Context: an optimization exercise on an open-source flow, tuned for small area. The choices shown serve that exercise and are no tape-out recipe.
In this exercise RTL edits were held to simulation tests only and were not proved equivalent to the original.

===== config.mk =====
export PLATFORM = sky130hd
export DESIGN_NAME = top
export DESIGN_NICKNAME = top
export VERILOG_FILES = /design/flow/design.v
export SDC_FILE = /design/flow/constraint.sdc
export NUM_CORES = 4
export LEC_CHECK = 0
export CAP_MARGIN = 20
export CORE_MARGIN = 2
export CORE_UTILIZATION = 65
export CTS_BUF_LIST = sky130_fd_sc_hd__clkbuf_16
export CTS_CLUSTER_DIAMETER = 60
export CTS_CLUSTER_SIZE = 25
export PLACE_DENSITY = 0.75
export SLEW_MARGIN = 20

===== constraint.sdc =====
create_clock -name core_clock -period 20.0 [get_ports {clk}]
set_input_delay 4.0000 -clock core_clock [delete_from_list [all_inputs] [get_ports {clk}]]
set_output_delay 4.0000 -clock core_clock [all_outputs]
set_load 0.01 [all_outputs]

===== design.v =====
module oneD_DCT(input [79:0] x, output [79:0] y);
function [9:0] ad; input [9:0] a, b; input ci; integer i; reg c; begin
  c = ci; for (i = 0; i < 10; i = i + 1) {c, ad[i]} = a[i] + b[i] + c; end endfunction
function [17:0] ad18; input [17:0] a, b; integer i; reg c; begin
  c = 1'b0; for (i = 0; i < 18; i = i + 1) {c, ad18[i]} = a[i] + b[i] + c; end endfunction
function [17:0] sx; input [9:0] d; sx = {{8{d[9]}}, d}; endfunction
function [9:0] m138; input [9:0] d; reg [17:0] v; begin v = sx(d);             
  v = ad18(ad18(v << 7, v << 3), v << 1); m138 = v[17:8]; end endfunction
function [9:0] m181; input [9:0] d; reg [17:0] v, t; begin v = sx(d);           
  t = ad18(v, v << 2); t = ad18(t << 5, t << 2); t = ad18(t, v); m181 = t[17:8]; end endfunction
function [9:0] m334; input [9:0] d; reg [17:0] v, t; begin v = sx(d);           
  t = ad18(v, v << 2); t = ad18(t, t << 5); t = ad18(t << 1, v << 2); m334 = t[17:8]; end endfunction
function [9:0] m97; input [9:0] d; reg [17:0] v, t; begin v = sx(d);            
  t = ad18(v, v << 1); t = ad18(t << 5, v); m97 = t[17:8]; end endfunction
wire [9:0] a0=x[9:0],a1=x[19:10],a2=x[29:20],a3=x[39:30],a4=x[49:40],a5=x[59:50],a6=x[69:60],a7=x[79:70];
wire [9:0] b0 = ad(a0, a7, 1'b0),  b7 = ad(a0, ~a7, 1'b1);
wire [9:0] b1 = ad(a1, a6, 1'b0),  b3 = ad(a1, ~a6, 1'b1);
wire [9:0] b4 = ad(a2, a5, 1'b0),  b6 = ad(a2, ~a5, 1'b1);
wire [9:0] b2 = ad(a2, ~a4, 1'b1);
wire [9:0] nb5 = ad(~a3, ~a4, 1'b1);                  
wire [9:0] c0 = ad(b0, ~nb5, 1'b0), c4 = ad(b0, nb5, 1'b1);
wire [9:0] c3 = ad(b1, b4, 1'b0),   c1 = ad(b1, ~b4, 1'b1);
wire [9:0] c2 = ad(b2, b6, 1'b0);
wire [9:0] c5 = ad(b3, b7, 1'b0);
wire [9:0] c6 = ad(b3, b6, 1'b0);
wire [9:0] c7 = b7;
wire [9:0] d0 = ad(c0, c3, 1'b0),   d1 = ad(c0, ~c3, 1'b1);
wire [9:0] d3 = ad(c1, c4, 1'b0);
wire [9:0] d4 = ad(c2, ~c5, 1'b1);
wire [9:0] h2 = m138(c2), h3 = m181(c6), h4 = m334(c5), h6 = m181(d3), h7 = m97(d4);
wire k2 = c2[9] & (|c2[6:0]);
wire k3 = c6[9] & (|c6[7:0]);
wire k4 = c5[9] & (|c5[6:0]);
wire k6 = d3[9] & (|d3[7:0]);
wire k7 = d4[9] & (|d4[7:0]);
wire [9:0] f2 = ad(c4, h6, k6),  f3 = ad(c4, ~h6, ~k6);
wire [9:0] f4 = ad(c7, h3, k3),  f5 = ad(c7, ~h3, ~k3);
wire [9:0] g6 = ad(h2, h7, k2),  g7 = ad(h4, h7, k4);    
wire [9:0] s1 = ad(f4, g7, k7),  s7 = ad(f4, ~g7, ~k7);
wire [9:0] s5 = ad(f5, g6, k7),  s3 = ad(f5, ~g6, ~k7);
assign y = {s7, f3, s5, d1, s3, f2, s1, d0};
endmodule
module quant(input [9:0] x, input [5:0] idx, output [9:0] q);
reg [6:0] d;
always @* case (idx)    
    6'o00: d = 72;   6'o01: d = 92;   6'o02: d = 95;   6'o03: d = 98;   6'o04: d = 112;  6'o05: d = 100;  6'o06: d = 103;  6'o07: d = 99;
    6'o10: d = 16;   6'o11: d = 11;   6'o12: d = 10;   6'o13: d = 16;   6'o14: d = 24;   6'o15: d = 40;   6'o16: d = 51;   6'o17: d = 61;
    6'o20: d = 12;   6'o21: d = 12;   6'o22: d = 14;   6'o23: d = 19;   6'o24: d = 26;   6'o25: d = 58;   6'o26: d = 60;   6'o27: d = 55;
    6'o30: d = 14;   6'o31: d = 13;   6'o32: d = 16;   6'o33: d = 24;   6'o34: d = 40;   6'o35: d = 57;   6'o36: d = 69;   6'o37: d = 56;
    6'o40: d = 14;   6'o41: d = 17;   6'o42: d = 22;   6'o43: d = 29;   6'o44: d = 51;   6'o45: d = 87;   6'o46: d = 80;   6'o47: d = 62;
    6'o50: d = 18;   6'o51: d = 22;   6'o52: d = 37;   6'o53: d = 56;   6'o54: d = 68;   6'o55: d = 109;  6'o56: d = 103;  6'o57: d = 77;
    6'o60: d = 24;   6'o61: d = 35;   6'o62: d = 55;   6'o63: d = 64;   6'o64: d = 81;   6'o65: d = 104;  6'o66: d = 113;  6'o67: d = 92;
    6'o70: d = 49;   6'o71: d = 64;   6'o72: d = 78;   6'o73: d = 87;   6'o74: d = 103;  6'o75: d = 121;  6'o76: d = 120;  6'o77: d = 101;
endcase
function [8:0] ad8; input [7:0] a, b; input ci; integer i; reg c; begin
  c = ci; for (i = 0; i < 8; i = i + 1) {c, ad8[i]} = a[i] + b[i] + c; ad8[8] = c; end endfunction
function [9:0] inc; input [9:0] a; input ci; integer i; reg c; begin
  c = ci; for (i = 0; i < 10; i = i + 1) begin inc[i] = a[i] ^ c; c = a[i] & c; end end endfunction
wire s = x[9];
wire [9:0] ax = inc(x ^ {10{s}}, s);    
reg [12:0] r;
reg [5:0] qq;
reg [8:0] t;
integer j;
always @* begin
    r = {3'd0, ax};
    for (j = 5; j >= 0; j = j - 1) begin
        t = ad8(r[j +: 8], {1'b1, ~d}, 1'b1);    
        qq[j] = t[8];
        if (t[8]) r[j +: 8] = t[7:0];
    end
end
assign q = inc({4'd0, qq} ^ {10{s}}, s);
endmodule
module top (input clk, rst, enin, enout,
            input signed [9:0] datain,
            output reg signed [9:0] dataout);
reg [9:0] W [0:63];
reg [9:0] IN;           
reg       iv;           
reg [7:0] pc;
wire loading = ~pc[6] & ~pc[7];
wire take    = enin & loading;
wire rowend  = iv & (pc[2:0] == 3'd0);              
wire colrun  = ~iv & (pc[7:3] == 5'b01000);         
wire rd      = enout & ((pc[6] & (pc[5:3] != 3'd0)) | (pc[7] & ~pc[3]));   
wire [79:0] ein, eout;
assign ein = (loading | iv) ? {IN,W[63],W[62],W[61],W[60],W[59],W[58],W[57]}
                            : {W[56],W[48],W[40],W[32],W[24],W[16],W[8],W[0]};
oneD_DCT eng(.x(ein), .y(eout));
wire [9:0] y0=eout[9:0], y1=eout[19:10], y2=eout[29:20], y3=eout[39:30],
           y4=eout[49:40], y5=eout[59:50], y6=eout[69:60], y7=eout[79:70];
wire [9:0] q;
quant qu(.x(W[56]), .idx(pc[5:0]), .q(q));
always @(posedge clk) IN <= datain;
always @(posedge clk) begin
    if (rst) begin
        iv <= 1'b0; pc <= 8'd0;
    end else begin
        iv <= take;
        if (take | colrun | rd) pc <= pc + 8'd1;
    end
end
always @(posedge clk) if (~rst & rd) dataout <= q;
integer i;
wire shift = iv | colrun | rd;
always @(posedge clk) begin
    if (shift) begin
        for (i = 0; i < 63; i = i + 1) W[i] <= W[i+1];
        W[63] <= colrun ? y0 : (iv ? IN : W[0]);
        if (rowend) begin
            W[56] <= y0; W[57] <= y1; W[58] <= y2; W[59] <= y3;
            W[60] <= y4; W[61] <= y5; W[62] <= y6; W[63] <= y7;
        end
        if (colrun) begin
            W[7] <= y1; W[15] <= y2; W[23] <= y3; W[31] <= y4;
            W[39] <= y5; W[47] <= y6; W[55] <= y7;
        end
    end
end
endmodule

===== flow/run.sh =====
#!/bin/bash
# Standard layout, with one netlist pass between synthesis and floorplan: flow/fapol.py
# re-polarises the full adders of the synthesised netlist so that fewer inverters are needed.
# Registers and every other cell are left as synthesis made them.
set -euo pipefail
R=orfs/results/$FLOW_PLATFORM/top/base
bash standard.sh synth > standard_synth.log 2>&1
cp $R/1_2_yosys.v $R/1_2_yosys.std.v
python3 flow/fapol.py $R/1_2_yosys.std.v $R/1_2_yosys.pol.v > fapol.log 2>&1
mv $R/1_2_yosys.pol.v $R/1_2_yosys.v
rm -f $R/1_synth.odb $R/1_synth.sdc
bash standard.sh > standard_finish.log 2>&1

===== flow/fapol.py =====
#!/usr/bin/env python3
"""Re-polarise full adders in a mapped sky130 netlist to need fewer inverters.
A full adder is self-dual: fa(~a,~b,~c) = ~fa(a,b,c) on both outputs. Each fa_1 may be
flipped (inputs and outputs taken complemented); inverters are then re-inserted only where a
consumer needs the other polarity of a signal. The function of every output and register input
is unchanged. usage: fapol.py IN.v OUT.v"""
import re, sys, random, math
from collections import defaultdict

src = open(sys.argv[1]).read()
pat = re.compile(r'^(\s*)(sky130_fd_sc_hd__\w+)\s+(\S+)\s*\((.*?)\);\s*$', re.S | re.M)
cells = []
spans = []
for m in pat.finditer(src):
    ind, t, n, b = m.groups()
    pins = [(a, x.strip()) for a, x in re.findall(r'\.(\w+)\(([^()]*)\)', b)]
    cells.append([t, n, pins])
    spans.append(m.span())
mod_m = re.search(r'module\s+(\S+)\s*\((.*?)\);', src, re.S)
ports = set()
for m in re.finditer(r'^\s*(input|output)\s+(\[[^\]]*\]\s*)?(\S+)\s*;', src, re.M):
    ports.add(m.group(3))
def netbase(net):  # name of the port/wire a net bit belongs to
    net = net.strip()
    if net.startswith('\\'):
        return net.split(' ')[0]
    return net.split('[')[0]
OUTPINS = {'X', 'Y', 'SUM', 'COUT', 'Q', 'Q_N', 'HI', 'LO'}
def esc(v): return v + ' ' if v.startswith('\\') else v
def isinv(t): return re.fullmatch(r'sky130_fd_sc_hd__inv_\d+', t) is not None
isfa = [c[0] == 'sky130_fd_sc_hd__fa_1' for c in cells]
# inverters that drive a port net are kept as ordinary cells
keep = [False] * len(cells)
invmap = {}
for i, (t, n, p) in enumerate(cells):
    if isinv(t):
        d = dict(p)
        if netbase(d['Y']) in ports: keep[i] = True
        else: invmap[d['Y']] = d['A']
def base(net):
    pol = 0
    while net in invmap:
        net = invmap[net]; pol ^= 1
    return net, pol
drv = {}
for i, (t, n, p) in enumerate(cells):
    if isinv(t) and not keep[i]: continue
    for k, v in p:
        if k in OUTPINS: drv[v] = i
cons = defaultdict(list)   # base net -> [(cell, pin index, pol)]
for i, (t, n, p) in enumerate(cells):
    if isinv(t) and not keep[i]: continue
    for j, (k, v) in enumerate(p):
        if k in OUTPINS: continue
        b, pol = base(v)
        cons[b].append((i, j, pol))
# nets read by nothing but that an assign or port uses: refuse to touch designs with assigns
if re.search(r'^\s*assign\s', src, re.M):
    sys.exit('netlist has assign statements; not handled')
mode = [0] * len(cells)
def cost(b):
    d = drv.get(b); dm = mode[d] if d is not None else 0
    for (i, j, pol) in cons[b]:
        if pol ^ mode[i] ^ dm: return 1
    return 0
nets = list(cons)
cellnets = defaultdict(set)
for b in nets:
    d = drv.get(b)
    if d is not None: cellnets[d].add(b)
    for (i, j, pol) in cons[b]: cellnets[i].add(b)
fas = [i for i in range(len(cells)) if isfa[i]]
random.seed(1)
start = sum(cost(b) for b in nets)
best = start; bestmode = mode[:]
T0 = 1.0; N = 300000
for step in range(N):
    i = random.choice(fas)
    ns = cellnets[i]
    before = sum(cost(b) for b in ns)
    mode[i] ^= 1
    d = sum(cost(b) for b in ns) - before
    T = max(0.02, T0 * (1 - step / N))
    if not (d <= 0 or random.random() < math.exp(-d / T)):
        mode[i] ^= 1
    if step % 5000 == 0 or step == N - 1:
        c = sum(cost(b) for b in nets)
        if c < best: best = c; bestmode = mode[:]
mode = bestmode
print(f'fapol: inverted nets {start} -> {best}, fa flipped {sum(mode)}', file=sys.stderr)
# rebuild: every consumer pin connects to its base net or to one new inverter of it
newinv = {}
newcells = []
for b in nets:
    d = drv.get(b); dm = mode[d] if d is not None else 0
    for (i, j, pol) in cons[b]:
        need = pol ^ mode[i] ^ dm
        k, v = cells[i][2][j]
        if need:
            if b not in newinv:
                nm = f'_fapol_{len(newinv)}_'
                newinv[b] = nm
                newcells.append(f'  sky130_fd_sc_hd__inv_1 _fapolinv_{len(newinv)}_ (\n    .A({esc(b)}),\n    .Y({nm})\n  );\n')
            cells[i][2][j] = (k, newinv[b])
        else:
            cells[i][2][j] = (k, b)
out = []
pos = 0
for i, (s, e) in enumerate(spans):
    out.append(src[pos:s]); pos = e
    t, n, p = cells[i]
    if isinv(t) and not keep[i]: continue
    body = ',\n'.join(f'    .{k}({esc(v)})' for k, v in p)
    out.append(f'  {t} {n} (\n{body}\n  );')
out.append(src[pos:])
res = ''.join(out)
decl = ''.join(f'  wire {nm};\n' for nm in newinv.values())
i = res.index(';', mod_m.end() - 1) + 1 if False else mod_m.end()
res = res[:i] + '\n' + decl + res[i:]
res = res.replace('endmodule', ''.join(newcells) + 'endmodule', 1)
open(sys.argv[2], 'w').write(res)

===== standard.sh =====
#!/bin/bash
# synth_recipe.tcl (not shown) runs the flow's synth.tcl, then flattens the netlist and writes it again
# the make line also repeats each setting of config.mk as NAME=value (left out here)
make -C /OpenROAD-flow-scripts/flow DESIGN_CONFIG=/design/flow/config.mk WORK_HOME=/design/flow/orfs CLKGATE_MAP_FILE= SYNTH_SCRIPT=/design/flow/synth_recipe.tcl "${@:-finish}"

==> results of run 1 <==
## metrics by stage
stage               std cells  cell area (sq um)
finish                   2935              37200
global placement         2864              35700
CTS                      2933              37100
global route             2935              37200
detailed placement       2864              35700
floorplan                2199              34700
## critical path, delay by kind of cell (launching register included)
| family | cells | cell delay [ns] |
|---|---|---|
| adders and majority gates | 49 | 14.09 |
| AOI/OAI and AO/OA | 12 | 2.13 |
| buffers and inverters | 14 | 1.09 |
| DFF | 1 | 0.48 |
| muxes | 2 | 0.38 |
| xor gates and xnor gates | 1 | 0.18 |
| and+or+nand+nor | 1 | 0.15 |
## what timing repair did
action                     in CTS  in global routing
gates resized for setup         0                 22
setup buffers                   0                  1
setup endpoints to repair       0                  8
## how the worst max path moves through the flow
stage / endpoint / cells past startpoint / slack, ns
after floorplan: dataout[6] / 82 / 0.50
after global placement: dataout[6] / 79 / 0.41
after detailed placement: dataout[6] / 79 / 0.12
after CTS: dataout[6] / 79 / 0.08
after global routing: dataout[6] / 79 / -0.006
final: dataout[6] / 79 / 1.26
## metal layers
layer / vias to the layer above / global-route usage / wire [um]
li1: 7641 / - / -
met1: 8723 / 0.368 / 28600
met2: 496 / 0.411 / 33100
met3: 133 / 0.0383 / 3480
met4: 2 / 0.107 / 2970
met5: - / 0 / 8
## sequential cells by signal, indices dropped and copies added (netlist names)
name	count
qu.d	7
iv	1
W	640
pc	8
IN	10
dataout	8
## cell type report
cell class,count,area [sq um]
flip-flops and latches,674,20000
fillers,3353,15400
multi-input cells,1263,13800
clock buffers,40,1000
well taps,688,861
inverters,196,737
repair buffers,45,448
clock inverters,29,420
==> impl_metrics.json, run 1 <==
{
  "critPathRequiredTime_ns": 20.38,
  "die_area_sq_um": 55300,
  "cts.sinks": 674,
  "reg2reg_setup_slack_ns": 1.26,
  "hold_buffers": 0,
  "area_growth_pct": 7.26,
  "fin_ws_ns": 1.26,
  "track_usage": 0.259,
  "fin_crit_ns": 18.74,
  "cts-htree-levels": 2,
  "layout-drive-gt1-share": 0.0645,
  "tritoncts": "done",
  "skew_ns": 0.0311,
  "layout_common_cells": "edfxtp_1, fa_1, nand2_1, inv_1, o21ai_0",
  "root_buffer": "clkbuf_16",
  "grt_pass1_wl_um": 107000,
  "globalRouteOverflowTotal": 0,
  "setup-tns-final_ns": 0,
  "clk_pin_slew_ns": 0.09,
  "fp-row-count": 84,
  "grt_pass1_vias": 18266,
  "finalHoldViolCount": 0,
  "wl_um": 68200,
  "cp-startpoint": "W[56][9]",
  "critPathSlowestCell": "edfxtp_1",
  "fin_nets": 2699,
  "cp_data_arrival_time_ns": 19.11,
  "cts_max_path_buffers": 3,
  "end_kind": "flop",
  "worst_path_most_repeated_cell": "fa_1",
  "io_buffers": 23,
  "die_h_um": 235,
  "status": "no timing/DRC/antenna violations",
  "whs_ns": 0.416,
  "hold_path_startpoint": "W[18][6]",
  "criticalPathCategory": "flop to flop",
  "start_util": 0.659,
  "numCtsBuffers": 40,
  "io_pins": 24,
  "viasPerCell": 5.79,
  "synth_warnings": 5,
  "maxCapViolCount": 0,
  "worst_path_largest_cell_delay_ns": 0.48,
  "drt_iter0_markers": 1461,
  "hold_class": "flop to flop",
  "grt_max_degree": 184,
  "insertion_delay_ns": 0.61,
  "max_freq_ghz": 0.0534,
  "slew_headroom": 0.283,
  "period_share": 0.937,
  "syn_area_per_cell_sq_um": 15.8,
  "dr_total_vias": 16995,
  "die_x_um": 235,
  "syn-cell-area_sq_um": 34700,
  "n_antenna_cell": 0,
  "mostFrequentLayoutCell": "edfxtp_1",
  "r2r-end": "dataout[6]",
  "avgRoutedWirePerCell_um": 23.2,
  "whs_path_depth": 0,
  "core-area_sq_um": 52700,
  "antenna_found_initial": 1,
  "syn_inst": 2199,
  "crit_fanout": 11,
  "synth_nets": 2678,
  "min_to": "W[17][6]",
  "maxSlewViolCount": 0,
  "dp_hpwl_um": 51000,
  "pre_cts_ws_ns": 0.116,
  "dr.pass1.iters": 5,
  "rr_worst_depth": 79,
  "fin_util": 0.707,
  "gp_congestion": 0.885,
  "start_kind": "flop",
  "worstMarginPinSlew_ns": 1.08,
  "postRouteAntennaNets": 0,
  "finalSetupViolCount": 0,
  "drc": 0,
  "timing.rr.start": "W[56][9]"
}
==> run 2, diff against run 1 <==
--- a/flow/fapol.py
+++ b/flow/fapol.py
@@ -30,4 +30,11 @@
 def isinv(t): return re.fullmatch(r'sky130_fd_sc_hd__inv_\d+', t) is not None
 isfa = [c[0] == 'sky130_fd_sc_hd__fa_1' for c in cells]
+P = 'sky130_fd_sc_hd__'
+SWAP = {'xor2_1': ('xnor2_1', 'X', 'Y', 0.0), 'xnor2_1': ('xor2_1', 'Y', 'X', 0.0),
+        'mux2i_1': ('mux2_1', 'Y', 'X', 1.2512), 'mux2_1': ('mux2i_1', 'X', 'Y', -1.2512),
+        'nand2_1': ('and2_1', 'Y', 'X', 2.5024), 'nor2_1': ('or2_1', 'Y', 'X', 2.5024),
+        'a21oi_1': ('a21o_1', 'Y', 'X', 2.5024), 'o21ai_0': ('o21a_1', 'Y', 'X', 2.5024),
+        'and2_1': ('nand2_1', 'X', 'Y', -2.5024), 'or2_1': ('nor2_1', 'X', 'Y', -2.5024)}
+isswap = [c[0][len(P):] in SWAP for c in cells]
 # inverters that drive a port net are kept as ordinary cells
 keep = [False] * len(cells)
@@ -59,9 +66,11 @@
     sys.exit('netlist has assign statements; not handled')
 mode = [0] * len(cells)
+INV = 3.7536
+def flipcost(i): return SWAP[cells[i][0][len(P):]][3] if (isswap[i] and mode[i]) else 0.0
 def cost(b):
     d = drv.get(b); dm = mode[d] if d is not None else 0
     for (i, j, pol) in cons[b]:
-        if pol ^ mode[i] ^ dm: return 1
-    return 0
+        if pol ^ (mode[i] if isfa[i] else 0) ^ dm: return INV
+    return 0.0
 nets = list(cons)
 cellnets = defaultdict(set)
@@ -70,5 +79,5 @@
     if d is not None: cellnets[d].add(b)
     for (i, j, pol) in cons[b]: cellnets[i].add(b)
-fas = [i for i in range(len(cells)) if isfa[i]]
+fas = [i for i in range(len(cells)) if isfa[i] or isswap[i]]
 random.seed(1)
 start = sum(cost(b) for b in nets)
@@ -78,15 +87,15 @@
     i = random.choice(fas)
     ns = cellnets[i]
-    before = sum(cost(b) for b in ns)
+    before = sum(cost(b) for b in ns) + flipcost(i)
     mode[i] ^= 1
-    d = sum(cost(b) for b in ns) - before
+    d = sum(cost(b) for b in ns) + flipcost(i) - before
     T = max(0.02, T0 * (1 - step / N))
     if not (d <= 0 or random.random() < math.exp(-d / T)):
         mode[i] ^= 1
     if step % 5000 == 0 or step == N - 1:
-        c = sum(cost(b) for b in nets)
+        c = sum(cost(b) for b in nets) + sum(flipcost(k) for k in fas)
         if c < best: best = c; bestmode = mode[:]
 mode = bestmode
-print(f'fapol: inverted nets {start} -> {best}, fa flipped {sum(mode)}', file=sys.stderr)
+print(f'fapol: inverter+swap area {start:.1f} -> {best:.1f}, fa flipped {sum(mode[i] for i in fas if isfa[i])}, gates swapped {sum(mode[i] for i in fas if isswap[i])}', file=sys.stderr)
 # rebuild: every consumer pin connects to its base net or to one new inverter of it
 newinv = {}
@@ -95,5 +104,5 @@
     d = drv.get(b); dm = mode[d] if d is not None else 0
     for (i, j, pol) in cons[b]:
-        need = pol ^ mode[i] ^ dm
+        need = pol ^ (mode[i] if isfa[i] else 0) ^ dm
         k, v = cells[i][2][j]
         if need:
@@ -111,4 +120,8 @@
     t, n, p = cells[i]
     if isinv(t) and not keep[i]: continue
+    if isswap[i] and mode[i]:
+        nt, po, pn, _ = SWAP[t[len(P):]]
+        t = P + nt
+        p = [(pn if k == po else k, v) for k, v in p]
     body = ',\n'.join(f'    .{k}({esc(v)})' for k, v in p)
     out.append(f'  {t} {n} (\n{body}\n  );')
--- a/config.mk
+++ b/config.mk
@@ -10,6 +10,6 @@
 export CORE_UTILIZATION = 65
 export CTS_BUF_LIST = sky130_fd_sc_hd__clkbuf_16
-export CTS_CLUSTER_DIAMETER = 60
-export CTS_CLUSTER_SIZE = 25
+export CTS_CLUSTER_DIAMETER = 80
+export CTS_CLUSTER_SIZE = 30
 export PLACE_DENSITY = 0.75
 export SLEW_MARGIN = 20
==> impl_metrics.json, run 2 <==
{
  "status": "no timing/DRC/antenna violations",
  "io_buffers": 23,
  "syn-cell-area_sq_um": 34700,
  "numCtsBuffers": 29,
  "root_buffer": "clkbuf_16",
  "insertion_delay_ns": 0.63,
  "io_pins": 24,
  "mostFrequentLayoutCell": "edfxtp_1",
  "track_usage": 0.257,
  "period_share": 0.942,
  "setup-tns-final_ns": 0,
  "postRouteAntennaNets": 0,
  "viasPerCell": 5.81,
  "cp_data_arrival_time_ns": 19.21,
  "wl_um": 68000,
  "fin_util": 0.697,
  "timing.rr.start": "W[56][9]",
  "finalHoldViolCount": 0,
  "core-area_sq_um": 52700,
  "dp_hpwl_um": 51200,
  "cts.sinks": 674,
  "gp_congestion": 0.894,
  "start_kind": "flop",
  "skew_ns": 0.0329,
  "largest_reg_flops": 640,
  "cts-htree-levels": 1,
  "die_x_um": 235,
  "drc": 0,
  "die_h_um": 235,
  "layout_common_cells": "edfxtp_1, fa_1, nand2_1, inv_1, o21ai_0",
  "critPathRequiredTime_ns": 20.38,
  "grt_max_degree": 195,
  "critPathSlowestCell": "fa_1",
  "drt_iter0_markers": 1547,
  "antenna_found_initial": 1,
  "dr_total_vias": 16932,
  "worstMarginPinSlew_ns": 1.10,
  "clk_pin_slew_ns": 0.11,
  "hold_class": "flop to flop",
  "hold_path_startpoint": "W[15][4]",
  "end_kind": "flop",
  "dr.pass1.iters": 6,
  "worst_path_most_repeated_cell": "fa_1",
  "synth_nets": 2669,
  "cp-startpoint": "W[56][9]",
  "fin_nets": 2682,
  "syn_inst": 2190,
  "hold_buffers": 0,
  "reg_top3": "W (640), IN (10)",
  "tritoncts": "done",
  "cts_max_path_buffers": 3,
  "criticalPathCategory": "flop to flop",
  "layout-drive-gt1-share": 0.0539,
  "globalRouteOverflowTotal": 0,
  "syn_area_per_cell_sq_um": 15.8,
  "die_area_sq_um": 55300,
  "fp-row-count": 84,
  "n_antenna_cell": 0,
  "synth_warnings": 5,
  "fin_crit_ns": 18.83,
  "area_growth_pct": 5.80,
  "slew_headroom": 0.263,
  "grt_pass1_wl_um": 107000,
  "crit_fanout": 17,
  "avgRoutedWirePerCell_um": 23.3,
  "registers.top_by_ff_count": "W",
  "worst_path_largest_cell_delay_ns": 0.46,
  "maxSlewViolCount": 0,
  "fillers": 3436,
  "maxCapViolCount": 0,
  "max_freq_ghz": 0.0531,
  "finalSetupViolCount": 0,
  "grt_pass1_vias": 17893,
  "final_area_sq_um": 36700,
  "placed_cell_area_sq_um": 35700,
  "start_util": 0.659
}
-- run 2: per-layer routing --
metal | wire length, um | vias to the layer above | GRT usage
met3 | 3140 | 98 | 0.0295
li1 | - | 7608 | -
met1 | 29200 | 8791 | 0.379
met5 | 0 | - | 0
met2 | 33500 | 435 | 0.416
met4 | 2160 | 0 | 0.0704
-- run 2: layout make-up --
type | instances | area (sq um) | area share
clock buffer | 29 | 726 | 0.0198
clock inverter | 25 | 213 | 0.00579
inverter | 187 | 703 | 0.0192
multi-input combinational | 1263 | 13800 | 0.376
sequential | 674 | 20000 | 0.544
tap | 688 | 861 | 0.0234
timing repair buffer | 48 | 442 | 0.0120
-- run 2: worst paths after layout --
kind / end / slack, ns / cells past startpoint
hold reg to reg: W[14][4] / 0.39 / 0
setup reg to reg: dataout[6] / 1.17 / 80
hold / removal: W[14][4] / 0.39 / 0
setup / recovery: dataout[6] / 1.17 / 80
-- run 2: metrics by stage --
stage	std cells	worst slack (ns)	hold slack, ns
3_3_place_gp	2855	0.664	0.400
6_report	2914	1.17	0.395
5_1_grt	2914	-0.0103	0.403
3_5_place_dp	2855	0.318	0.405
4_1_cts	2909	0.268	0.399
2_1_floorplan	2190	0.497	0.400
-- run 2: worst max-delay path, delay by kind of cell (launching register included) --
family / cells / cell delay, ns
xor+xnor: 1 / 0.17
fa+ha+maj: 48 / 13.99
mux: 2 / 0.37
buf+inv: 16 / 1.46
simple gates: 1 / 0.16
compound gates: 12 / 1.99
flops: 1 / 0.44
-- run 2: repair_timing --
item / in CTS / in global routing
endpoints found under the setup margin: 0 / 7
gates resized for setup: 0 / 12
endpoints found under the hold margin: 0 / 0
setup buffers: 0 / 5
==> run 3, diff against run 2 <==
--- a/design.v
+++ b/design.v
@@ -77,15 +77,13 @@
             output reg signed [9:0] dataout);
 reg [9:0] W [0:63];
-reg [9:0] IN;           
-reg       iv;           
 reg [7:0] pc;
-wire loading = ~pc[6] & ~pc[7];
-wire take    = enin & loading;
-wire rowend  = iv & (pc[2:0] == 3'd0);              
-wire colrun  = ~iv & (pc[7:3] == 5'b01000);         
-wire rd      = enout & ((pc[6] & (pc[5:3] != 3'd0)) | (pc[7] & ~pc[3]));   
+wire take   = enin & ~pc[6] & ~pc[7];                   
+wire rowrun = pc[6] & ~pc[7];                           
+wire rowend = rowrun & (pc[2:0] == 3'd0);
+wire colrun = pc[7] & (pc[6:3] == 4'd0);                
+wire rd     = enout & pc[7] & (pc[6:3] != 4'd0) & ~(pc[6] & (pc[5:3] == 3'b001));   
 wire [79:0] ein, eout;
-assign ein = (loading | iv) ? {IN,W[63],W[62],W[61],W[60],W[59],W[58],W[57]}
-                            : {W[56],W[48],W[40],W[32],W[24],W[16],W[8],W[0]};
+assign ein = rowrun ? {W[7],W[6],W[5],W[4],W[3],W[2],W[1],W[0]}
+                    : {W[56],W[48],W[40],W[32],W[24],W[16],W[8],W[0]};
 oneD_DCT eng(.x(ein), .y(eout));
 wire [9:0] y0=eout[9:0], y1=eout[19:10], y2=eout[29:20], y3=eout[39:30],
@@ -93,23 +91,18 @@
 wire [9:0] q;
 quant qu(.x(W[56]), .idx(pc[5:0]), .q(q));
-always @(posedge clk) IN <= datain;
 always @(posedge clk) begin
-    if (rst) begin
-        iv <= 1'b0; pc <= 8'd0;
-    end else begin
-        iv <= take;
-        if (take | colrun | rd) pc <= pc + 8'd1;
-    end
+    if (rst) pc <= 8'd0;
+    else if (take | rowrun | colrun | rd) pc <= pc + 8'd1;
 end
 always @(posedge clk) if (~rst & rd) dataout <= q;
 integer i;
-wire shift = iv | colrun | rd;
+wire shift = take | rowrun | colrun | rd;
 always @(posedge clk) begin
     if (shift) begin
         for (i = 0; i < 63; i = i + 1) W[i] <= W[i+1];
-        W[63] <= colrun ? y0 : (iv ? IN : W[0]);
+        W[63] <= (colrun | rowend) ? y0 : (take ? datain : W[0]);
         if (rowend) begin
-            W[56] <= y0; W[57] <= y1; W[58] <= y2; W[59] <= y3;
-            W[60] <= y4; W[61] <= y5; W[62] <= y6; W[63] <= y7;
+            W[0] <= y1; W[1] <= y2; W[2] <= y3; W[3] <= y4;
+            W[4] <= y5; W[5] <= y6; W[6] <= y7;
         end
         if (colrun) begin
--- a/config.mk
+++ b/config.mk
@@ -6,5 +6,5 @@
 export NUM_CORES = 4
 export LEC_CHECK = 0
-export CAP_MARGIN = 20
+export CAP_MARGIN = 0
 export CORE_MARGIN = 2
 export CORE_UTILIZATION = 65
@@ -13,3 +13,3 @@
 export CTS_CLUSTER_SIZE = 30
 export PLACE_DENSITY = 0.75
-export SLEW_MARGIN = 20
+export SLEW_MARGIN = 0
==> impl_metrics.json, run 3 <==
{
  "postRouteAntennaNets": 0,
  "placed_cell_area_sq_um": 35300,
  "largest_reg_flops": 640,
  "slew_headroom": 0.225,
  "fp-row-count": 84,
  "gr-max-usage-layer": "met2",
  "dr.pass1.iters": 7,
  "maxCapViolCount": 0,
  "finalSetupViolCount": 0,
  "max_freq_ghz": 0.0533,
  "io_pins": 24,
  "cts_setup_buffers": 0,
  "synth_nets": 2641,
  "die_area_sq_um": 54700,
  "n_antenna_cell": 0,
  "hold_buffers": 0,
  "area_growth_pct": 5.96,
  "die_x_um": 234,
  "reg2reg_setup_slack_ns": 1.22,
  "fin_util": 0.694,
  "finalHoldViolCount": 0,
  "fin_crit_ns": 18.78,
  "crit_fanout": 12,
  "layout-drive-gt1-share": 0.0512,
  "syn-cell-area_sq_um": 34300,
  "io_buffers": 23,
  "antenna_found_initial": 0,
  "mostFrequentLayoutCell": "edfxtp_1",
  "gp_congestion": 0.924,
  "globalRouteOverflowTotal": 0,
  "hold_class": "flop to flop",
  "met2_usage": 0.415,
  "cp_data_arrival_time_ns": 19.14,
  "die_h_um": 234,
  "maxSlewViolCount": 0,
  "cts.sinks": 663,
  "numCtsBuffers": 31,
  "avgRoutedWirePerCell_um": 23.2,
  "end_kind": "flop",
  "grt.met3_usage": 0.0260,
  "cts-htree-levels": 1,
  "critPathSlowestCell": "edfxtp_1",
  "insertion_delay_ns": 0.62,
  "drc": 0,
  "syn_area_per_cell_sq_um": 15.9,
  "fin_nets": 2651,
  "status": "no timing/DRC/antenna violations",
  "skew_ns": 0.0345,
  "fin_ws_ns": 1.22,
  "grt_max_degree": 201,
  "pre_cts_ws_ns": 0.240,
  "dp_hpwl_um": 49500,
  "clk_pin_slew_ns": 0.11,
  "tritoncts": "done",
  "grt_pass1_vias": 17496,
  "start_kind": "flop",
  "rsz0062_at_grt": "no",
  "wl_um": 66700,
  "core-area_sq_um": 52400,
  "syn_inst": 2163,
  "registers.top_by_ff_count": "W",
  "worst_path_largest_cell_delay_ns": 0.46,
  "track_usage": 0.259,
  "grt_pass1_wl_um": 105000,
  "synth_warnings": 5,
  "worst_path_most_repeated_cell": "fa_1",
  "use_met1": 0.385,
  "setup-tns-final_ns": 0,
  "root_buffer": "clkbuf_16",
  "reg_top3": "W (640), dataout (8), pc (8)",
  "critPathRequiredTime_ns": 20.37,
  "period_share": 0.939,
  "cts_max_path_buffers": 3,
  "drt_iter0_markers": 1432,
  "layout_common_cells": "edfxtp_1, fa_1, nand2_1, inv_1, o21ai_0",
  "final_area_sq_um": 36400,
  "criticalPathCategory": "flop to flop",
  "worstMarginPinSlew_ns": 1.16,
  "start_util": 0.655,
  "viasPerCell": 5.82,
  "dr_total_vias": 16742
}
## run 3: per-layer routing
layer	up-vias	share of wire	routed length [um]
li1	7490	-	-
met1	8641	0.43	28900
met2	502	0.48	32200
met3	109	0.047	3130
met4	0	0.035	2350
met5	-	0	0
## run 3: final cells by class
class / count / area (sq um)
fillers: 3356 / 16100
clock inverters: 17 / 256
multi-input cells: 1247 / 13600
well taps: 688 / 861
repair buffers: 41 / 378
clock buffers: 31 / 776
inverters: 189 / 714
flip-flops and latches: 663 / 19800
## run 3: final timing paths
check | from | to | cells after the start
worst min-delay path | W[15][3] | W[14][3] | 0
worst max register to register | W[56][9] | dataout[6] | 79
worst min register to register | W[15][3] | W[14][3] | 0
worst max-delay path | W[56][9] | dataout[6] | 79
## run 3: what timing repair did
action                                  in CTS  in global routing
gates resized for setup                      0                  9
endpoints found under the hold margin        0                  0
endpoints found under the setup margin       0                  6
## run 3: worst max-delay path: cells and delay by family, from the launching register on
kind / cells / cell delay, ns
flops: 1 / 0.46
mux: 1 / 0.21
buf+inv: 13 / 0.91
simple gates: 1 / 0.14
xor+xnor: 1 / 0.17
fa+ha+maj: 49 / 14.29
compound gates: 14 / 2.33
## run 3: stage by stage
step | cells | hold slack, ns
2_1_floorplan | 2163 | 0.400
3_3_place_gp | 2828 | 0.400
3_5_place_dp | 2828 | 0.405
4_1_cts | 2876 | 0.419
5_1_grt | 2876 | 0.421
6_report | 2876 | 0.415
==> run 4, diff against run 3 <==
--- a/config.mk
+++ b/config.mk
@@ -6,5 +6,5 @@
 export NUM_CORES = 4
 export LEC_CHECK = 0
-export CAP_MARGIN = 0
+export CAP_MARGIN = 20
 export CORE_MARGIN = 2
 export CORE_UTILIZATION = 65
@@ -13,3 +13,3 @@
 export CTS_CLUSTER_SIZE = 30
 export PLACE_DENSITY = 0.75
-export SLEW_MARGIN = 0
+export SLEW_MARGIN = 20
==> impl_metrics.json, run 4 <==
{
  "numCtsBuffers": 31,
  "viasPerCell": 5.82,
  "setup-tns-final_ns": 0,
  "period_share": 0.939,
  "multi_input_area_sq_um": 13600,
  "finalSetupViolCount": 0,
  "rsz0062_at_grt": "no",
  "cts_max_path_buffers": 3,
  "synth_nets": 2641,
  "fin_crit_ns": 18.78,
  "fin_nets": 2651,
  "postRouteAntennaNets": 0,
  "critPathSlowestCell": "edfxtp_1",
  "root_buffer": "clkbuf_16",
  "grt_pass1_wl_um": 105000,
  "reg_top3": "W (640), dataout (8), pc (8)",
  "synth_warnings": 5,
  "max_freq_ghz": 0.0533,
  "globalRouteOverflowTotal": 0,
  "cp_data_arrival_time_ns": 19.14,
  "worstMarginPinSlew_ns": 1.05,
  "worst_path_most_repeated_cell": "fa_1",
  "antenna_found_initial": 0,
  "die_x_um": 234,
  "core-area_sq_um": 52400,
  "critPathRequiredTime_ns": 20.37,
  "io_pins": 24,
  "track_usage": 0.259,
  "drc": 0,
  "cts-htree-levels": 1,
  "syn_inst": 2163,
  "area_growth_pct": 5.97,
  "seq_area_sq_um": 19800,
  "start_util": 0.655,
  "avgRoutedWirePerCell_um": 23.2,
  "cts_resized": 0,
  "grt_pass1_vias": 17496,
  "registers.top_by_ff_count": "W",
  "tritoncts": "done",
  "gp_congestion": 0.924,
  "cts.sinks": 663,
  "fin_util": 0.694,
  "wl_um": 66700,
  "largest_reg_flops": 640,
  "crit_fanout": 12,
  "hold_buffers": 0,
  "die_h_um": 234,
  "maxCapViolCount": 0,
  "clk_pin_slew_ns": 0.11,
  "io_buffers": 23,
  "skew_ns": 0.0358,
  "worst_path_largest_cell_delay_ns": 0.46,
  "fillers": 3356,
  "criticalPathCategory": "flop to flop",
  "drt_iter0_markers": 1428,
  "syn_area_per_cell_sq_um": 15.9,
  "dr_total_vias": 16737,
  "syn-cell-area_sq_um": 34300,
  "mostFrequentLayoutCell": "edfxtp_1",
  "status": "no timing/DRC/antenna violations",
  "layout-drive-gt1-share": 0.0512,
  "insertion_delay_ns": 0.62,
  "start_kind": "flop",
  "layout_common_cells": "edfxtp_1, fa_1, nand2_1, inv_1, o21ai_0",
  "maxSlewViolCount": 0,
  "dr.pass1.iters": 6,
  "end_kind": "flop",
  "slew_headroom": 0.302,
  "grt_max_degree": 201,
  "die_area_sq_um": 54700,
  "dp_hpwl_um": 49500,
  "fp-row-count": 84,
  "finalHoldViolCount": 0,
  "cts_setup_buffers": 0,
  "n_antenna_cell": 0,
  "hold_class": "flop to flop"
}
## run 4: cell type report
class,count,area share
Clock buffer,31,0.0213
Inverter,189,0.0196
Timing Repair Buffer,41,0.0105
Sequential cell,663,0.543
Multi-Input combinational cell,1247,0.375
Tap cell,688,0.0237
Clock inverter,17,0.00705
## run 4: path summary, 6_finish.rpt
check                           startpoint    endpoint  slack (ns)  depth (start not counted)
worst max-delay path              W[56][9]  dataout[6]        1.22                         79
worst min register to register    W[15][3]    W[14][3]        0.42                          0
worst max register to register    W[56][9]  dataout[6]        1.22                         79
worst min-delay path              W[15][3]    W[14][3]        0.42                          0
## run 4: per-stage QoR
| step | setup slack, ns | hold WS (ns) | cells | cell area [sq um] |
|---|---|---|---|---|
| final | 1.22 | 0.416 | 2876 | 36400 |
| after global routing | 0.0261 | 0.421 | 2876 | 36400 |
| after CTS | 0.177 | 0.419 | 2876 | 36400 |
| after detailed placement | 0.240 | 0.405 | 2828 | 35300 |
| after global placement | 0.268 | 0.400 | 2828 | 35300 |
| after floorplan | 0.277 | 0.400 | 2163 | 34300 |
## run 4: worst max-delay path: cells and delay by family, from the launching register on
family,cells,cell delay (ns)
fa+ha+maj,49,14.29
xor+xnor,1,0.17
flops,1,0.46
simple gates,1,0.14
compound gates,14,2.33
mux,1,0.21
buf+inv,13,0.91
## run 4: routing by layer
metal / global-route usage / part of all wire / routed length [um]
met1: 0.385 / 0.43 / 29000
met2: 0.415 / 0.48 / 32300
met3: 0.0260 / 0.047 / 3110
met4: 0.0799 / 0.034 / 2280
met5: 0 / 0 / 0
==> run 5, diff against run 4 <==
==> flow/run.sh (replaced) <==
#!/bin/bash
# Standard layout, with two changes: the port buffers that placement inserts are the
# smallest buffer cell (BUFFER_PORTS_ARGS), and one netlist pass runs between synthesis and
# floorplan: flow/fapol.py re-polarises the full adders of the synthesised netlist so that
# fewer inverters are needed. Registers and every other cell are left as synthesis made them.
set -euo pipefail
R=orfs/results/$FLOW_PLATFORM/top/base
export BUFFER_PORTS_ARGS="-buffer_cell sky130_fd_sc_hd__buf_1"
bash standard.sh synth > standard_synth.log 2>&1
cp $R/1_2_yosys.v $R/1_2_yosys.std.v
python3 flow/fapol.py $R/1_2_yosys.std.v $R/1_2_yosys.pol.v > fapol.log 2>&1
mv $R/1_2_yosys.pol.v $R/1_2_yosys.v
rm -f $R/1_synth.odb $R/1_synth.sdc
bash standard.sh > standard_finish.log 2>&1
==> impl_metrics.json, run 5 <==
{
  "status": "no timing/DRC/antenna violations",
  "mostFrequentLayoutCell": "edfxtp_1",
  "layout-drive-gt1-share": 0.0530,
  "grt_pass1_vias": 17515,
  "finalHoldViolCount": 0,
  "pre_cts_ws_ns": 0.163,
  "wl_um": 65000,
  "tritoncts": "done",
  "die_x_um": 234,
  "whs_path_depth": 0,
  "dp_hpwl_um": 48800,
  "globalRouteOverflowTotal": 0,
  "numCtsBuffers": 31,
  "clk_pin_slew_ns": 0.10,
  "maxSlewViolCount": 0,
  "reg_top3": "W (640), dataout (8), pc (8)",
  "postRouteAntennaNets": 0,
  "fin_crit_ns": 18.92,
  "gp_congestion": 0.917,
  "root_buffer": "clkbuf_16",
  "viasPerCell": 5.79,
  "fin_nets": 2653,
  "area_growth_pct": 5.69,
  "cts.sinks": 663,
  "dr_total_vias": 16664,
  "hold_path_startpoint": "W[33][7]",
  "criticalPathCategory": "flop to flop",
  "core-area_sq_um": 52400,
  "wl_met2_um": 30700,
  "insertion_delay_ns": 0.64,
  "worst_path_most_repeated_cell": "fa_1",
  "cts-htree-levels": 1,
  "hold_buffers": 0,
  "start_util": 0.655,
  "rsz0062_at_grt": "no",
  "critPathRequiredTime_ns": 20.40,
  "fin_ws_ns": 1.09,
  "grt_pass1_wl_um": 102000,
  "antenna_found_initial": 0,
  "drt_iter0_markers": 1298,
  "syn_inst": 2163,
  "top_layer": "met4",
  "end_kind": "flop",
  "dr.pass1.iters": 6,
  "avgRoutedWirePerCell_um": 22.6,
  "synth_nets": 2641,
  "cp_data_arrival_time_ns": 19.32,
  "drc": 0,
  "max_freq_ghz": 0.0529,
  "fp-row-count": 84,
  "track_usage": 0.253,
  "fillers": 3384,
  "met1_length_um": 27900,
  "finalSetupViolCount": 0,
  "fin_util": 0.692,
  "final_area_sq_um": 36300,
  "io_pins": 24,
  "placed_cell_area_sq_um": 35200,
  "crit_fanout": 12,
  "rr_worst_depth": 79,
  "die_area_sq_um": 54700,
  "layoutNonFillerInstCount": 2876,
  "period_share": 0.946,
  "die_h_um": 234,
  "maxCapViolCount": 0,
  "syn_area_per_cell_sq_um": 15.9,
  "setup-tns-final_ns": 0,
  "largest_reg_flops": 640,
  "n_antenna_cell": 0,
  "registers.top_by_ff_count": "W",
  "slew_headroom": 0.312,
  "timing.rr.start": "W[56][9]",
  "place_inst": 2829,
  "skew_ns": 0.0512,
  "grt_max_degree": 151,
  "dr_wl_met3_um": 3420,
  "cts_max_path_buffers": 3,
  "worstMarginPinSlew_ns": 1.03,
  "worst_path_largest_cell_delay_ns": 0.47,
  "synth_warnings": 5,
  "layout_common_cells": "edfxtp_1, fa_1, nand2_1, inv_1, o21ai_0",
  "start_kind": "flop",
  "io_buffers": 23,
  "syn-cell-area_sq_um": 34300,
  "critPathSlowestCell": "fa_1",
  "cp-startpoint": "W[56][9]",
  "hold_class": "flop to flop"
}
-- run 5: repair_timing --
| item | 4_1_cts | 5_1_grt |
|---|---|---|
| setup endpoints to repair | 0 | 5 |
| buffers inserted | 0 | 0 |
| gates resized for setup | 0 | 7 |
-- run 5: critical path, delay by kind of cell (launching register included) --
family,cells,cell delay (ns)
compound gates,14,2.41
xor+xnor,1,0.18
fa+ha+maj,49,14.36
buf+inv,13,0.93
flops,1,0.46
mux,1,0.22
simple gates,1,0.13
-- run 5: path summary, 6_finish.rpt --
| kind | endpoint | slack (ns) |
|---|---|---|
| hold / removal | W[32][7] | 0.41 |
| setup / recovery | dataout[6] | 1.09 |
| setup reg to reg | dataout[6] | 1.09 |
| hold reg to reg | W[32][7] | 0.41 |
-- run 5: final cells by class --
class	instances	area, sq um	area share
clock inverter	15	282	0.00776
tap	688	861	0.0237
multi-input combinational	1247	13600	0.376
clock buffer	31	776	0.0214
sequential	663	19800	0.544
inverter	189	714	0.0197
timing repair buffer	43	269	0.00741
-- run 5: per-layer routing --
metal	global-route usage	vias to the layer above
met1	0.371	8545
met4	0.0995	0
met2	0.393	500
met5	0	-
met3	0.0354	121
li1	-	7498
-- run 5: metrics by stage --
| stage | hold slack (ns) |
|---|---|
| global route | 0.406 |
| CTS | 0.403 |
| floorplan | 0.400 |
| global placement | 0.400 |
| detailed placement | 0.405 |
| finish | 0.406 |
==> run 6, diff against run 5 <==
--- a/config.mk
+++ b/config.mk
@@ -8,8 +8,9 @@
 export CAP_MARGIN = 20
 export CORE_MARGIN = 2
-export CORE_UTILIZATION = 65
+export CORE_UTILIZATION = 75
 export CTS_BUF_LIST = sky130_fd_sc_hd__clkbuf_16
 export CTS_CLUSTER_DIAMETER = 80
 export CTS_CLUSTER_SIZE = 30
-export PLACE_DENSITY = 0.75
+export GPL_TIMING_DRIVEN = 0
+export PLACE_DENSITY = 0.85
 export SLEW_MARGIN = 20
==> impl_metrics.json, run 6 <==
{
  "die_x_um": 218,
  "hold_buffers": 0,
  "slew_headroom": 0.181,
  "dr_total_vias": 19341,
  "gp_congestion": 0.968,
  "syn_inst": 2163,
  "wl_um": 87500,
  "critPathRequiredTime_ns": 20.41,
  "fin_nets": 2726,
  "layout-drive-gt1-share": 0.0698,
  "antenna_found_initial": 4,
  "viasPerCell": 6.76,
  "r2r-end": "dataout[6]",
  "root_buffer": "clkbuf_16",
  "place_inst": 2794,
  "mostFrequentLayoutCell": "edfxtp_1",
  "fin_ws_ns": 0.621,
  "synth_warnings": 5,
  "dr.pass1.iters": 6,
  "clk_pin_slew_ns": 0.13,
  "io_pins": 24,
  "min_to": "W[32][4]",
  "maxSlewViolCount": 0,
  "rr_worst_depth": 83,
  "whs_ns": 0.402,
  "synth_nets": 2641,
  "worstMarginPinSlew_ns": 1.23,
  "max_freq_ghz": 0.0516,
  "start_kind": "flop",
  "status": "no timing/DRC/antenna violations",
  "finalHoldViolCount": 0,
  "start_util": 0.758,
  "largest_reg_flops": 640,
  "fin_crit_ns": 19.38,
  "hold_path_startpoint": "W[33][4]",
  "syn_area_per_cell_sq_um": 15.9,
  "globalRouteOverflowTotal": 0,
  "cp_data_arrival_time_ns": 19.79,
  "period_share": 0.969,
  "cts_max_path_buffers": 3,
  "cts-htree-levels": 1,
  "pre_cts_ws_ns": -2.23,
  "reg_top3": "W (640), dataout (8), pc (8)",
  "postRouteAntennaNets": 0,
  "fp-row-count": 78,
  "grt_max_degree": 114,
  "area_growth_pct": 6.81,
  "syn-cell-area_sq_um": 34300,
  "insertion_delay_ns": 0.65,
  "crit_fanout": 10,
  "maxCapViolCount": 0,
  "avgRoutedWirePerCell_um": 30.6,
  "whs_path_depth": 0,
  "worst_path_most_repeated_cell": "ha_1",
  "core-area_sq_um": 45300,
  "critPathSlowestCell": "edfxtp_1",
  "numCtsBuffers": 30,
  "dp_hpwl_um": 61900,
  "timing.rr.start": "W[56][9]",
  "grt_pass1_vias": 20469,
  "worst_path_largest_cell_delay_ns": 0.51,
  "tritoncts": "done",
  "layout_common_cells": "edfxtp_1, fa_1, nand2_1, inv_1, o21ai_0",
  "cts.sinks": 663,
  "layoutNonFillerInstCount": 2863,
  "die_area_sq_um": 47500,
  "grt_pass1_wl_um": 130000,
  "end_kind": "flop",
  "hold_class": "flop to flop",
  "skew_ns": 0.0460,
  "io_buffers": 23,
  "finalSetupViolCount": 0,
  "track_usage": 0.387,
  "registers.top_by_ff_count": "W",
  "n_antenna_cell": 0,
  "drt_iter0_markers": 2706,
  "criticalPathCategory": "flop to flop",
  "die_h_um": 218,
  "drc": 0,
  "reg2reg_setup_slack_ns": 0.62
}
run 6: worst max path at each step:
stage / from / end / slack [ns] / cells after the start
finish: W[56][9] / dataout[6] / 0.62 / 83
global route: W[56][9] / dataout[6] / -0.11 / 83
CTS: W[56][9] / dataout[6] / 0.04 / 83
detailed placement: W[56][9] / dataout[6] / -2.23 / 83
global placement: W[56][9] / dataout[6] / -1.35 / 83
floorplan: W[56][9] / dataout[6] / 0.28 / 83
run 6: per-stage QoR:
stage | instance area, sq um | util | TNS (ns)
finish | 36700 | 0.810 | 0
global route | 36700 | 0.810 | -0.111
CTS | 36400 | 0.805 | 0
detailed placement | 35400 | 0.782 | -13.86
global placement | 35200 | 0.777 | -7.29
floorplan | 34300 | - | 0
run 6: layout make-up:
type | instances | area, sq um
fillers | 2230 | 8600
inverters | 189 | 714
plain buffers | 64 | 345
multi-input cells | 1247 | 13700
well taps | 600 | 751
repair buffers | 53 | 435
clock inverters | 17 | 223
flip-flops and latches | 663 | 19800
clock buffers | 30 | 751
run 6: repair_timing:
action | 4_1_cts | 5_1_grt
pin swaps | 2 | 5
setup buffers | 1 | 21
endpoints found under the setup margin | 8 | 8
gates resized for setup | 24 | 23
run 6: routing by layer:
layer / routed length [um] / vias up / track usage / share of wire
met2: 41500 / 1564 / 0.601 / 0.47
met4: 7310 / 6 / 0.256 / 0.084
met1: 28700 / 9664 / 0.497 / 0.33
met3: 10000 / 460 / 0.0893 / 0.11
li1: - / 7647 / - / -
met5: 41 / - / 0 / 0.00047
run 6: critical path, delay by kind of cell, from the launching register on:
kind / cells / cell delay, ns
simple gates: 1 / 0.15
flops: 1 / 0.51
fa+ha+maj: 49 / 14.00
xor+xnor: 1 / 0.16
compound gates: 14 / 2.39
mux: 1 / 0.18
buf+inv: 17 / 1.73
==> run 7, diff against run 6 <==
--- a/design.v
+++ b/design.v
@@ -43,13 +43,14 @@
 module quant(input [9:0] x, input [5:0] idx, output [9:0] q);
 reg [6:0] d;
-always @* case (idx)    
-    6'o00: d = 72;   6'o01: d = 92;   6'o02: d = 95;   6'o03: d = 98;   6'o04: d = 112;  6'o05: d = 100;  6'o06: d = 103;  6'o07: d = 99;
-    6'o10: d = 16;   6'o11: d = 11;   6'o12: d = 10;   6'o13: d = 16;   6'o14: d = 24;   6'o15: d = 40;   6'o16: d = 51;   6'o17: d = 61;
-    6'o20: d = 12;   6'o21: d = 12;   6'o22: d = 14;   6'o23: d = 19;   6'o24: d = 26;   6'o25: d = 58;   6'o26: d = 60;   6'o27: d = 55;
-    6'o30: d = 14;   6'o31: d = 13;   6'o32: d = 16;   6'o33: d = 24;   6'o34: d = 40;   6'o35: d = 57;   6'o36: d = 69;   6'o37: d = 56;
-    6'o40: d = 14;   6'o41: d = 17;   6'o42: d = 22;   6'o43: d = 29;   6'o44: d = 51;   6'o45: d = 87;   6'o46: d = 80;   6'o47: d = 62;
-    6'o50: d = 18;   6'o51: d = 22;   6'o52: d = 37;   6'o53: d = 56;   6'o54: d = 68;   6'o55: d = 109;  6'o56: d = 103;  6'o57: d = 77;
-    6'o60: d = 24;   6'o61: d = 35;   6'o62: d = 55;   6'o63: d = 64;   6'o64: d = 81;   6'o65: d = 104;  6'o66: d = 113;  6'o67: d = 92;
-    6'o70: d = 49;   6'o71: d = 64;   6'o72: d = 78;   6'o73: d = 87;   6'o74: d = 103;  6'o75: d = 121;  6'o76: d = 120;  6'o77: d = 101;
+wire [2:0] row = idx[5:3] - 3'd1;    
+always @* case ({row, idx[2:0]})
+    6'o00: d = 16;   6'o01: d = 11;   6'o02: d = 10;   6'o03: d = 16;   6'o04: d = 24;   6'o05: d = 40;   6'o06: d = 51;   6'o07: d = 61;
+    6'o10: d = 12;   6'o11: d = 12;   6'o12: d = 14;   6'o13: d = 19;   6'o14: d = 26;   6'o15: d = 58;   6'o16: d = 60;   6'o17: d = 55;
+    6'o20: d = 14;   6'o21: d = 13;   6'o22: d = 16;   6'o23: d = 24;   6'o24: d = 40;   6'o25: d = 57;   6'o26: d = 69;   6'o27: d = 56;
+    6'o30: d = 14;   6'o31: d = 17;   6'o32: d = 22;   6'o33: d = 29;   6'o34: d = 51;   6'o35: d = 87;   6'o36: d = 80;   6'o37: d = 62;
+    6'o40: d = 18;   6'o41: d = 22;   6'o42: d = 37;   6'o43: d = 56;   6'o44: d = 68;   6'o45: d = 109;  6'o46: d = 103;  6'o47: d = 77;
+    6'o50: d = 24;   6'o51: d = 35;   6'o52: d = 55;   6'o53: d = 64;   6'o54: d = 81;   6'o55: d = 104;  6'o56: d = 113;  6'o57: d = 92;
+    6'o60: d = 49;   6'o61: d = 64;   6'o62: d = 78;   6'o63: d = 87;   6'o64: d = 103;  6'o65: d = 121;  6'o66: d = 120;  6'o67: d = 101;
+    6'o70: d = 72;   6'o71: d = 92;   6'o72: d = 95;   6'o73: d = 98;   6'o74: d = 112;  6'o75: d = 100;  6'o76: d = 103;  6'o77: d = 99;
 endcase
 function [8:0] ad8; input [7:0] a, b; input ci; integer i; reg c; begin
--- a/config.mk
+++ b/config.mk
@@ -8,9 +8,8 @@
 export CAP_MARGIN = 20
 export CORE_MARGIN = 2
-export CORE_UTILIZATION = 75
+export CORE_UTILIZATION = 60
 export CTS_BUF_LIST = sky130_fd_sc_hd__clkbuf_16
 export CTS_CLUSTER_DIAMETER = 80
 export CTS_CLUSTER_SIZE = 30
-export GPL_TIMING_DRIVEN = 0
-export PLACE_DENSITY = 0.85
+export PLACE_DENSITY = 0.7
 export SLEW_MARGIN = 20
==> impl_metrics.json, run 7 <==
{
  "fp-row-count": 87,
  "crit_fanout": 9,
  "finalHoldViolCount": 0,
  "place_inst": 2890,
  "syn-cell-area_sq_um": 34000,
  "insertion_delay_ns": 0.65,
  "n_antenna_cell": 0,
  "wl_um": 65200,
  "rsz0062_at_grt": "no",
  "maxCapViolCount": 0,
  "dp_hpwl_um": 49400,
  "final_area_sq_um": 36400,
  "rr_worst_depth": 73,
  "fillers": 3964,
  "skew_ns": 0.0449,
  "synth_nets": 2620,
  "io_pins": 24,
  "area_growth_pct": 6.99,
  "die_x_um": 242,
  "critPathRequiredTime_ns": 20.40,
  "syn_area_per_cell_sq_um": 15.9,
  "slew_headroom": 0.269,
  "worstMarginPinSlew_ns": 1.10,
  "r2r-end": "dataout[6]",
  "syn_inst": 2138,
  "worst_path_most_repeated_cell": "fa_2",
  "registers.top_by_ff_count": "W",
  "worst_path_largest_cell_delay_ns": 0.46,
  "whs_ns": 0.415,
  "track_usage": 0.234,
  "reg2reg_setup_slack_ns": 0.91,
  "postRouteAntennaNets": 0,
  "grt_pass1_vias": 17336,
  "grt_pass1_wl_um": 103000,
  "crit_family": "adder cells",
  "io_buffers": 23,
  "crit_cells": 73,
  "layout-drive-gt1-share": 0.0822,
  "timing.rr.start": "W[56][1]",
  "viasPerCell": 5.55,
  "cts-htree-levels": 1,
  "clk_pin_slew_ns": 0.10,
  "numCtsBuffers": 31,
  "max_freq_ghz": 0.0524,
  "cts.sinks": 656,
  "core-area_sq_um": 56300,
  "placed_cell_area_sq_um": 35200,
  "start_kind": "flop",
  "grt_max_degree": 206,
  "fin_crit_ns": 19.09,
  "period_share": 0.954,
  "hold_class": "flop to flop",
  "antenna_found_initial": 0,
  "cp-startpoint": "W[56][1]",
  "seq_area_sq_um": 19600,
  "tritoncts": "done",
  "finalSetupViolCount": 0,
  "maxSlewViolCount": 0,
  "path_buf_inv": 4,
  "dr_total_vias": 16346,
  "reg_top3": "W (640), dataout (8), pc (8)",
  "dr.pass1.iters": 7,
  "status": "no timing/DRC/antenna violations",
  "die_area_sq_um": 58600,
  "globalRouteOverflowTotal": 0,
  "criticalPathCategory": "flop to flop",
  "fin_nets": 2659,
  "cp_data_arrival_time_ns": 19.48,
  "layoutNonFillerInstCount": 2946,
  "end_kind": "flop",
  "avgRoutedWirePerCell_um": 22.1,
  "largest_reg_flops": 640,
  "die_h_um": 242,
  "mostFrequentLayoutCell": "edfxtp_1",
  "endpoint": "dataout[6]",
  "gp_congestion": 0.905,
  "cts_max_path_buffers": 3,
  "drt_iter0_markers": 1355,
  "layout_common_cells": "edfxtp_1, fa_1, nand2_1, inv_1, o21ai_0",
  "critPathSlowestCell": "fa_1",
  "fin_ws_ns": 0.911,
  "pre_cts_ws_ns": -0.0560,
  "root_buffer": "clkbuf_16",
  "multi_input_area_sq_um": 13700,
  "synth_warnings": 5,
  "drc": 0,
  "start_util": 0.605
}
==> run 7: stage by stage <==
| stage | TNS [ns] | util |
|---|---|---|
| floorplan | -0.0422 | - |
| global placement | 0 | 0.626 |
| detailed placement | -0.0560 | 0.626 |
| CTS | 0 | 0.645 |
| global route | 0 | 0.647 |
| finish | 0 | 0.647 |
==> run 7: layout make-up <==
| type | count | area share |
|---|---|---|
| clock buffers | 31 | 0.0213 |
| multi-input cells | 1240 | 0.376 |
| flip-flops and latches | 656 | 0.539 |
| repair buffers | 71 | 0.0127 |
| clock inverters | 15 | 0.00684 |
| well taps | 756 | 0.0260 |
| inverters | 177 | 0.0182 |
==> run 7: layer usage <==
| layer | GRT usage | share of wire | routed length, um | vias to the layer above |
|---|---|---|---|---|
| met3 | 0.0274 | 0.036 | 2370 | 106 |
| li1 | - | - | - | 7447 |
| met5 | 0 | 0 | 0 | - |
| met2 | 0.367 | 0.48 | 31000 | 325 |
| met4 | 0.0826 | 0.041 | 2660 | 0 |
| met1 | 0.346 | 0.45 | 29100 | 8468 |
==> run 7: worst min-delay path by stage <==
stage	from	to	slack [ns]	cells past startpoint
finish	W[51][0]	W[50][0]	0.42	0
global route	W[11][3]	W[10][3]	0.42	0
CTS	W[62][5]	W[61][5]	0.42	0
detailed placement	W[13][5]	W[12][5]	0.40	0
global placement	W[27][4]	W[26][4]	0.40	0
floorplan	W[11][0]	W[10][0]	0.40	0
==> run 7: timing repair <==
item / CTS / global route
setup buffers: 2 / 8
hold buffers: 0 / 0
pin swaps: 1 / 2
gates resized for setup: 1 / 19
setup endpoints to repair: 1 / 6

==> afterwards: timing with drivers on the ports <==
In the flow no input, the clock included, has a driving cell. The finished layouts below were timed again as built, in two steps. Step 1 sets driving cells, clkbuf_16 on the clock port and buf_2 on the other inputs (assumed; they add their load-dependent delay and slew). Step 2 also shifts input and output timing later by t, the mid clock arrival at the registers, as if the neighbouring blocks saw the same clock. Slacks: ideal ports / drivers / drivers and shift; pairs: ideal ports / drivers.
run	shift t [ns]	slack for setup (ns)	hold slack, ns
run 1	0.657	1.264 / 1.264 / 1.264	0.416 / 0.416 / 0.416
run 2	0.679	1.168 / 1.168 / 1.168	0.395 / 0.395 / 0.395
run 3	0.664	1.225 / 1.225 / 1.225	0.415 / 0.415 / 0.415
run 4	0.665	1.225 / 1.225 / 1.225	0.416 / 0.416 / 0.416
run 5	0.677	1.085 / 1.085 / 1.085	0.406 / 0.406 / 0.406
run 6	0.690	0.621 / 0.621 / 0.621	0.402 / 0.402 / 0.402
run 7	0.696	0.911 / 0.911 / 0.911	0.415 / 0.415 / 0.415
After both steps every run listed still meets setup and hold.
